Background: an optimization exercise with open tools, aiming at small area. Do not read the settings as production practice.
Function was checked by simulation only, so behaviour that the tests miss may differ from the original.
No activity file was given, so power comes from the tool's default toggle rates.

==> inputs of build 81 <==
Design top, start of the top module:
module top
  (
	input osc_clk,
	input rst,
	input [63:0] tune,
	output [7:0] MYLED,
	output TX_NCO,
	input  RFIn,
	output RFOut,
	output MOSI_I,
	input MISO_I,
	output SCK_I,
	output SSEL_I,
	output MOSI_Q,
	input MISO_Q,
	output SCK_Q,
	output SSEL_Q,
	output PWMOut
	);
make LEC_CHECK=0 ABC_AREA=1 CAP_MARGIN=20 CORE_MARGIN=2 CORE_UTILIZATION=60 CTS_CLUSTER_DIAMETER=150 CTS_CLUSTER_SIZE=28 SLEW_MARGIN=20 finish   # period 15.4 ns
run.sh (not shown) runs the stock make flow with config.mk's settings and CLKGATE_MAP_FILE= SYNTH_SCRIPT=/design/flow/synth_recipe.tcl, a recipe that flattens the netlist after the stock synthesis.
==> trial 79 (differences from build 81) <==
--- a/flow/design.v
+++ b/flow/design.v
@@ -335,54 +335,66 @@
       else if (tick) aI <= (aI == 6'd59) ? 6'd0  : aI + 6'd1;
       if (last)      aQ <= (aQ == 6'd0)  ? 6'd32 : aQ - 6'd1;
       else if (tick) aQ <= (aQ == 6'd32) ? 6'd0  : aQ + 6'd1;
     end
   end
-  wire [11:0] cmag =
-    ({12{aI == 6'd0}} & 12'd8) |
-    ({12{aI == 6'd6}} & 12'd8) |
-    ({12{aI == 6'd8}} & 12'd10) |
-    ({12{aI == 6'd10}} & 12'd15) |
-    ({12{aI == 6'd12}} & 12'd23) |
-    ({12{aI == 6'd14}} & 12'd36) |
-    ({12{aI == 6'd16}} & 12'd55) |
-    ({12{aI == 6'd18}} & 12'd80) |
-    ({12{aI == 6'd20}} & 12'd114) |
-    ({12{aI == 6'd22}} & 12'd159) |
-    ({12{aI == 6'd24}} & 12'd223) |
-    ({12{aI == 6'd26}} & 12'd319) |
-    ({12{aI == 6'd28}} & 12'd482) |
-    ({12{aI == 6'd30}} & 12'd845) |
-    ({12{aI == 6'd32}} & 12'd2599) |
-    ({12{aI == 6'd34}} & 12'd2599) |
-    ({12{aI == 6'd36}} & 12'd845) |
-    ({12{aI == 6'd38}} & 12'd482) |
-    ({12{aI == 6'd40}} & 12'd319) |
-    ({12{aI == 6'd42}} & 12'd223) |
-    ({12{aI == 6'd44}} & 12'd159) |
-    ({12{aI == 6'd46}} & 12'd114) |
-    ({12{aI == 6'd48}} & 12'd80) |
-    ({12{aI == 6'd50}} & 12'd55) |
-    ({12{aI == 6'd52}} & 12'd36) |
-    ({12{aI == 6'd54}} & 12'd23) |
-    ({12{aI == 6'd56}} & 12'd15) |
-    ({12{aI == 6'd58}} & 12'd10);
-  wire cneg =
-    (aI == 6'd6) |
-    (aI == 6'd8) |
-    (aI == 6'd10) |
-    (aI == 6'd12) |
-    (aI == 6'd14) |
-    (aI == 6'd16) |
-    (aI == 6'd18) |
-    (aI == 6'd20) |
-    (aI == 6'd22) |
-    (aI == 6'd24) |
-    (aI == 6'd26) |
-    (aI == 6'd28) |
-    (aI == 6'd30) |
-    (aI == 6'd32);
+  reg [11:0] cmag;
+  reg        cneg;
+  always @* begin
+    cmag = 12'd0;
+    case (aI)
+      6'd0: cmag = 12'd8;
+      6'd6: cmag = 12'd8;
+      6'd8: cmag = 12'd10;
+      6'd10: cmag = 12'd15;
+      6'd12: cmag = 12'd23;
+      6'd14: cmag = 12'd36;
+      6'd16: cmag = 12'd55;
+      6'd18: cmag = 12'd80;
+      6'd20: cmag = 12'd114;
+      6'd22: cmag = 12'd159;
+      6'd24: cmag = 12'd223;
+      6'd26: cmag = 12'd319;
+      6'd28: cmag = 12'd482;
+      6'd30: cmag = 12'd845;
+      6'd32: cmag = 12'd2599;
+      6'd34: cmag = 12'd2599;
+      6'd36: cmag = 12'd845;
+      6'd38: cmag = 12'd482;
+      6'd40: cmag = 12'd319;
+      6'd42: cmag = 12'd223;
+      6'd44: cmag = 12'd159;
+      6'd46: cmag = 12'd114;
+      6'd48: cmag = 12'd80;
+      6'd50: cmag = 12'd55;
+      6'd52: cmag = 12'd36;
+      6'd54: cmag = 12'd23;
+      6'd56: cmag = 12'd15;
+      6'd58: cmag = 12'd10;
+      default: cmag = 12'd0;
+    endcase
+  end
+  always @* begin
+    cneg = 1'b0;
+    case (aI)
+      6'd6: cneg = 1'b1;
+      6'd8: cneg = 1'b1;
+      6'd10: cneg = 1'b1;
+      6'd12: cneg = 1'b1;
+      6'd14: cneg = 1'b1;
+      6'd16: cneg = 1'b1;
+      6'd18: cneg = 1'b1;
+      6'd20: cneg = 1'b1;
+      6'd22: cneg = 1'b1;
+      6'd24: cneg = 1'b1;
+      6'd26: cneg = 1'b1;
+      6'd28: cneg = 1'b1;
+      6'd30: cneg = 1'b1;
+      6'd32: cneg = 1'b1;
+      default: cneg = 1'b0;
+    endcase
+  end
   assign stI = (aI == 6'd2) && (b5 == 5'd27) && (count >= 12'd1019) && (count < 12'd2939);
   assign stQ = (aQ == 6'd2) && (b5 == 5'd27) && (count >= 12'd1019) && (count < 12'd2075);
   reg [1919:0] RI;
   wire bitI = RI[0];
   wire pass  = (count >= 12'd1056) && (count < 12'd2976);
@@ -435,24 +447,15 @@
   input         MISO,
   output        MOSI,
   output reg    led         
 );
   parameter LO = 0;         
-  wire        win = (count >= 12'd3) && (count <= 12'd514);
-  wire [11:0] r   = 12'd514 - count;
-  wire [4:0]  idx = r[8:4];                  
-  wire [7:0]  w   = r[11:4];                 
-  wire [4:0]  i   = w[4:0] - 5'd1;
-  wire [5:0]  j   = {1'b0, i} + LO;          
-  wire [4:0]  d   = j[4:0] - count[4:0];
-  wire        cat = (w >= 8'd1) && (w <= 8'd32) && !j[5] && (count[3:0] == j[3:0]);
-  wire        tap = d[4] ? rot[16] : rot[0];
-  reg  [1:0]  m;
-  always @(posedge osc_clk)
-    if (cat) m[i[0]] <= tap;
-  wire [5:0]  k   = {1'b0, idx} + LO;
-  assign MOSI = win & (k[5] ? hi[k[3:0]] : m[idx[0]]);
+  wire       win = (count >= 12'd3) && (count <= 12'd514);
+  wire [8:0] rem = 9'd2 - count[8:0];      
+  wire [5:0] k   = {1'b0, rem[8:4]} + LO;  
+  wire [4:0] pos = k[4:0] - count[4:0];
+  assign MOSI = win & (k[5] ? hi[k[3:0]] : rot[pos]);
   reg m0;
   always @(posedge osc_clk) begin
     if (count == 12'd508) m0  <= MISO;
     if (count == 12'd521) led <= m0;
   end
@@ -524,13 +527,13 @@
   assign MYLED[3] = 1'b1;
   assign MYLED[0] = 1'b1;
   wire [2:0] dump = {count == 12'd4095, count == 12'd4094, count == 12'd4093};
   wire sI, sQ, wrI, wrQ, stI, stQ;
   wire ploI, phiI, pfI, altI, ploQ, phiQ, pfQ, altQ;
-  comb_ctl ctlI (.clk(osc_clk), .rst(rst), .start(stI), .cnt(count[5:0]),
+  comb_ctl ctlI (.clk(osc_clk), .rst(rst), .start(stI), .count5(count[5]),
                  .plo(ploI), .phi(phiI), .pfirst(pfI), .alt(altI));
-  comb_ctl ctlQ (.clk(osc_clk), .rst(rst), .start(stQ), .cnt(count[5:0]),
+  comb_ctl ctlQ (.clk(osc_clk), .rst(rst), .start(stQ), .count5(count[5]),
                  .plo(ploQ), .phi(phiQ), .pfirst(pfQ), .alt(altQ));
   cic_ch CIC_I (.clk(osc_clk), .sgn(RFInR ^ sin_neg), .mag(sin_mag), .dump(dump),
                 .plo(ploI), .phi(phiI), .pfirst(pfI), .alt(altI), .c5(sI));
   cic_ch CIC_Q (.clk(osc_clk), .sgn(RFInR ^ cos_neg), .mag(cos_mag), .dump(dump),
                 .plo(ploQ), .phi(phiQ), .pfirst(pfQ), .alt(altQ), .c5(sQ));
@@ -550,31 +553,30 @@
   assign SSEL_Q = ssel;
   PWM PWM1 (.clk(osc_clk), .count(count), .a({acch, accl[31:12]}), .b(Iout),
             .PWMOut(PWMOut));
 endmodule
 module comb_ctl (
-  input        clk,
-  input        rst,
-  input        start,
-  input  [5:0] cnt,     
-  output       plo,
-  output       phi,
-  output       pfirst,
-  output       alt
+  input  clk,
+  input  rst,
+  input  start,
+  input  count5,    
+  output plo,
+  output phi,
+  output pfirst,
+  output alt
 );
   reg       act, alt_r;
-  reg [1:0] blk;
+  reg [6:0] k;
   wire      run = act | start;
-  wire [1:0] b  = start ? 2'd0 : blk;
+  wire [6:0] kk = start ? 7'd0 : k;
   always @(posedge clk) begin
-    if (rst)                                     act <= 1'b0;
-    else if (start)                              act <= 1'b1;
-    else if (blk == 2'd2 && cnt[4:0] == 5'd31)   act <= 1'b0;
-    if (start)                    blk <= 2'd0;
-    else if (cnt[4:0] == 5'd26)   blk <= blk + 2'd1;
-    if (start) alt_r <= cnt[5];
-  end
-  assign alt    = start ? cnt[5] : alt_r;
-  assign plo    = run && (b != 2'd2);
-  assign phi    = run && (b == 2'd2);
+    if (rst)              act <= 1'b0;
+    else if (start)       act <= 1'b1;
+    else if (k == 7'd68)  act <= 1'b0;
+    k <= kk + 7'd1;
+    if (start) alt_r <= count5;
+  end
+  assign alt    = start ? count5 : alt_r;
+  assign plo    = run && (kk < 7'd64);
+  assign phi    = run && (kk >= 7'd64);
   assign pfirst = start;
 endmodule
- CORE_UTILIZATION: 60 -> 55
==> trial 39 (differences from build 81) <==
- CTS_BUF_LIST: not set -> sky130_fd_sc_hd__clkbuf_8
- CTS_CLUSTER_DIAMETER: 150 -> 100
- CTS_CLUSTER_SIZE: 28 -> 16
==> notes <==
- Build 81 completed without violations. Trial 79 went through all stages and came out clean. Trial 39 completed with no timing, DRC or antenna violations.
- Of build 81 and trial 79, trial 79 has the higher synthesized area (gap 0.60%, measured against trial 79).
- The lowest power belongs to trial 39, the highest to trial 79.
- Against trial 39, the wire length of trial 79 is larger by about 0.56%.
- Clock skew, lowest first: trial 79, build 81, trial 39.
- The lowest final cell count belongs to build 81, the highest to trial 79.
- The lowest first-iteration DRC count belongs to trial 39, the highest to trial 79.

-- what the ideal ports hide --
The flow's constraints put no driver on any port. The routed layouts listed below were extracted and timed again, unchanged, in two steps.
Step 1 (the two cells are an assumption about what drives the block):
set clk [get_ports {osc_clk}]
set_driving_cell -lib_cell sky130_fd_sc_hd__clkbuf_16 $clk
set_driving_cell -lib_cell sky130_fd_sc_hd__buf_2 [delete_from_list [all_inputs] $clk]
Step 2 adds t to the input delays and takes it off the output delays; t is the mean of the earliest and latest rising clock arrival at the registers after step 1. Input paths then give back, and output paths get back, about the clock's delay inside the block.
Slacks: ideal ports / drivers / drivers and shift; pairs: ideal ports / drivers.
| run | shift t [ns] | setup WS [ns] | worst setup path after step 2 |
|---|---|---|---|
| build 81 | 0.922 | 0.395 / 0.452 / -0.470 | input to register |
| trial 79 | 0.910 | 0.454 / 0.506 / -0.404 | input to register |
| trial 39 | 1.084 | 0.609 / 0.665 / -0.419 | input to register |
Met with ideal ports but missed after step 2: setup timing in every run listed. The setup slack of trial 39, which loses most, moves by +0.056 ns with the drivers and by -1.028 ns with both steps.
